What follows belongs to an exercise in optimizing a design on an open flow for small area and a short achievable clock period; a production flow would make more cautious choices. Where RTL was checked, it was by simulation tests only, not by an equivalence proof against the original. The flow treats the clock pin as an ideal source. Dropping or thinning the clock tree relies on that and would not hold on a real chip. Power is estimated from default activity; no workload was simulated.

==> 03-08 <==
// CPU
module CPU (clk, input_8bit, output_8bit, cmd_addr, cmd_8bit, rst);
==> module CPU, before the edit <==
module CPU (clk, input_8bit, output_8bit, cmd_addr, cmd_8bit, rst);
  input  wire       clk;
  input  wire       rst;
  input  wire [7:0] input_8bit;
  input  wire [7:0] cmd_8bit;
  output wire [7:0] output_8bit;
  output reg  [7:0] cmd_addr;
  reg [7:0] r0, r1, r2, r3, r4, r5;
  reg [7:0] f;
  reg       boot;
  wire [1:0] op = cmd_8bit[7:6];
  wire [2:0] s  = cmd_8bit[5:3];
  wire [2:0] d  = cmd_8bit[2:0];
  wire is_imm = (op == 2'b00);
  wire is_cal = (op == 2'b01);
  wire is_cpy = (op == 2'b10);
  wire is_cnd = (op == 2'b11);
  wire [6:0] q;
  genvar k;
  generate
    for (k = 0; k < 7; k = k + 1) begin : dec
      assign q[k] = (s == k);
    end
  endgenerate
  wire out_en_n;
  OVT_NEN uen (.op(op), .rst(rst), .d(d), .y(out_en_n));
  wire [7:0] bus;
  genvar i;
  generate
    for (i = 0; i < 8; i = i + 1) begin : src
      wire x01, x23, x45;
      wire x6 = ~(q[6] & input_8bit[i]);
      OVT_AOI22 u01 (.a(q[0]), .b(r0[i]), .c(q[1]), .d(r1[i]), .y(x01));
      OVT_AOI22 u23 (.a(q[2]), .b(r2[i]), .c(q[3]), .d(r3[i]), .y(x23));
      OVT_AOI22 u45 (.a(q[4]), .b(r4[i]), .c(q[5]), .d(r5[i]), .y(x45));
      OVT_NAND4 ub  (.a(x01), .b(x23), .c(x45), .d(x6), .y(bus[i]));
      OVT_AOI41 uo  (.a(x01), .b(x23), .c(x45), .d(x6), .e(out_en_n), .y(output_8bit[i]));
    end
  endgenerate
  wire [7:0] sa  = r1 + r2;
  wire [7:0] ss  = r1 - r2;
  wire [7:0] sum = d[0] ? ss : sa;
  wire [7:0] g   = r1 & r2;
  wire [7:0] o   = r1 | r2;
  wire [7:0] lg  = (d[0] ? g : o) ^ {8{d[0] ^ d[1]}};
  wire [7:0] alu = d[2] ? (d[1] ? 8'd0 : sum) : lg;
  wire z = (r3 == 8'd0);
  wire n = r3[7];
  wire t = d[2] ^ (d[0] & z | d[1] & n);
  wire jump = is_cnd & t;
  wire [7:0] r0_in = {8{~rst}} & (is_imm ? cmd_8bit : bus);
  wire [7:0] r3_in = {8{~rst}} & (is_cal ? alu : bus);
  wire [7:0] rx_in = {8{~rst}} & bus;
  wire we0 = rst | is_imm | (is_cpy & d == 3'd0);
  wire we1 = rst | (is_cpy & d == 3'd1);
  wire we2 = rst | (is_cpy & d == 3'd2);
  wire we3 = rst | is_cal | (is_cpy & d == 3'd3);
  wire we4 = rst | (is_cpy & d == 3'd4);
  wire we5 = rst | (is_cpy & d == 3'd5);
  always @(posedge clk) begin
    if (we0) r0 <= r0_in;
    if (we1) r1 <= rx_in;
    if (we2) r2 <= rx_in;
    if (we3) r3 <= r3_in;
    if (we4) r4 <= rx_in;
    if (we5) r5 <= rx_in;
  end
  always @(posedge clk) begin
    if (rst) begin
      cmd_addr <= 8'd0;
      f        <= 8'd0;
      boot     <= 1'b1;
    end else begin
      cmd_addr <= f;
      f        <= jump ? r0 : f + {7'd0, ~boot};
      boot     <= 1'b0;
    end
  end
endmodule
export LEC_CHECK = 0
export CAP_MARGIN = 20
export CORE_MARGIN = 2
export CORE_UTILIZATION = 40
export SETUP_SLACK_MARGIN = 2.4
export SLEW_MARGIN = 20
create_clock -name core_clock -period 6.0 [get_ports {clk}]
standard.sh (not shown) runs the stock make flow with config.mk's settings and CLKGATE_MAP_FILE= SYNTH_SCRIPT=/design/flow/synth_recipe.tcl, a recipe that flattens the netlist after the stock synthesis.
==> flow/flow/run.sh <==
#!/bin/bash
# Own layout flow: the standard ORFS flow (standard.sh), with these changes:
#  - synthesis is the standard flow's synthesis script unchanged except for the abc script
#    (flow/abc.script, an area-oriented mapping) and any extra abc options
#    in flow/abc_args (cells abc may not use); registers are mapped by the
#    same dfflibmap step before abc, so their names and cells are unchanged;
#  - extra ORFS make variables, one per line, from flow/make_args
#    (port buffer cell, clock tree options, kept modules); @W@ in a line
#    stands for the work folder.
# Every tool's output goes to flow.log in the work folder, and ORFS writes its
# own per-step logs under orfs/logs.
set -euo pipefail
W=$(pwd)
extra=""
[[ -f "$W/flow/abc_args" ]] && extra=$(tr '\n' ' ' < "$W/flow/abc_args")
sed 's#log_cmd abc {\*}\$abc_args#log_cmd abc -script '"$W"'/flow/abc.script {*}[lrange $abc_args 2 end] '"$extra"'#' \
  "$FLOW_HOME/scripts/synth.tcl" > "$W/my_synth.tcl"
grep -q 'flow/abc.script' "$W/my_synth.tcl"
sed "s#source \$::env(SCRIPTS_DIR)/synth.tcl#source $W/my_synth.tcl#" "$W/synth_recipe.tcl" > "$W/my_synth_recipe.tcl"
grep -q 'my_synth.tcl' "$W/my_synth_recipe.tcl"
sed "s#SYNTH_SCRIPT=[^ ]*#SYNTH_SCRIPT=$W/my_synth_recipe.tcl#" "$W/standard.sh" > "$W/my_standard.sh"
grep -q 'my_synth_recipe.tcl' "$W/my_standard.sh"
args=()
if [[ -f "$W/flow/make_args" ]]; then
  while IFS= read -r line; do
    [[ -n "$line" && "$line" != \#* ]] && args+=("${line//@W@/$W}")
  done < "$W/flow/make_args"
fi
bash "$W/my_standard.sh" "${args[@]}" finish > "$W/flow.log" 2>&1
Other scripts of this flow, unchanged in this note and not shown: flow/flow/abc.script, flow/flow/make_args, flow/flow/pre_cts.tcl
==> 02-10 (differences from 03-08) <==
--- a/flow/design.v
+++ b/flow/design.v
@@ -7,6 +7,6 @@
   output reg  [7:0] cmd_addr;
   reg [7:0] r0, r1, r2, r3, r4, r5;
-  reg [7:0] f;
-  reg       boot;
+  reg       j;
+  reg       b1, b2;
   wire [1:0] op = cmd_8bit[7:6];
   wire [2:0] s  = cmd_8bit[5:3];
@@ -38,7 +38,6 @@
     end
   endgenerate
-  wire [7:0] sa  = r1 + r2;
-  wire [7:0] ss  = r1 - r2;
-  wire [7:0] sum = d[0] ? ss : sa;
+  wire [7:0] b   = r2 ^ {8{d[0]}};
+  wire [7:0] sum = r1 + b + {7'd0, d[0]};
   wire [7:0] g   = r1 & r2;
   wire [7:0] o   = r1 | r2;
@@ -66,13 +65,16 @@
     if (we5) r5 <= rx_in;
   end
+  wire [7:0] f = j ? r0 : cmd_addr + {7'd0, ~(b1 | b2)};
   always @(posedge clk) begin
     if (rst) begin
       cmd_addr <= 8'd0;
-      f        <= 8'd0;
-      boot     <= 1'b1;
+      j        <= 1'b0;
+      b1       <= 1'b1;
+      b2       <= 1'b0;
     end else begin
       cmd_addr <= f;
-      f        <= jump ? r0 : f + {7'd0, ~boot};
-      boot     <= 1'b0;
+      j        <= jump;
+      b1       <= 1'b0;
+      b2       <= b1;
     end
   end
==> results.txt <==
Between 02-10 and 03-08, the lower final cell count is in 02-10 (gap about 6%, measured against 03-08).
Between 03-08 and 02-10, the lower clock power is in 02-10 (gap about 8%, measured against 02-10).
Against 02-10, the flip-flop and latch count of 03-08 is higher by 6.
In maximum frequency, 03-08 and 02-10 hardly differ.
In 02-10 the die area is lower than in 03-08, by about 7%.
Clock skew: 02-10 is lower than 03-08 (0.0083 ns).
Cell area: 03-08 is larger than 02-10 (about 7%).
Setup slack: 03-08 is better than 02-10 (0.0018 ns).
Between 03-08 and 02-10, the lower worst hold slack is in 02-10 (gap 0.0070 ns).
The RTL of 03-08 was laid out without a check of its function. In every run of this note, the design's own scripts or RTL, not TritonCTS, make the clock network.

[static timing again, ports no longer ideal]
The results above use ideal ports. As a check the final layouts listed here were re-extracted and re-timed, cells and wires unchanged. Step 1 (the two cells are an assumption about what drives the block):
set clk [get_ports {clk}]
set_driving_cell -lib_cell sky130_fd_sc_hd__clkbuf_16 $clk
set_driving_cell -lib_cell sky130_fd_sc_hd__buf_2 [delete_from_list [all_inputs] $clk]
Step 2 also shifts input and output timing later by t, the mid clock arrival at the registers, as if the neighbouring blocks saw the same clock. Slacks: ideal ports / drivers / drivers and shift; pairs: ideal ports / drivers.
run | shift t [ns] | setup slack, ns | cell pins on the clock port's net
03-08 | 0.224 | 2.469 / 2.436 / 2.436 | 4
02-10 | 0.218 | 2.467 / 2.443 / 2.443 | 4
After both steps every run listed still meets setup and hold. The setup slack of 03-08, which loses most, moves by -0.033 ns with the drivers and by -0.033 ns with both steps.
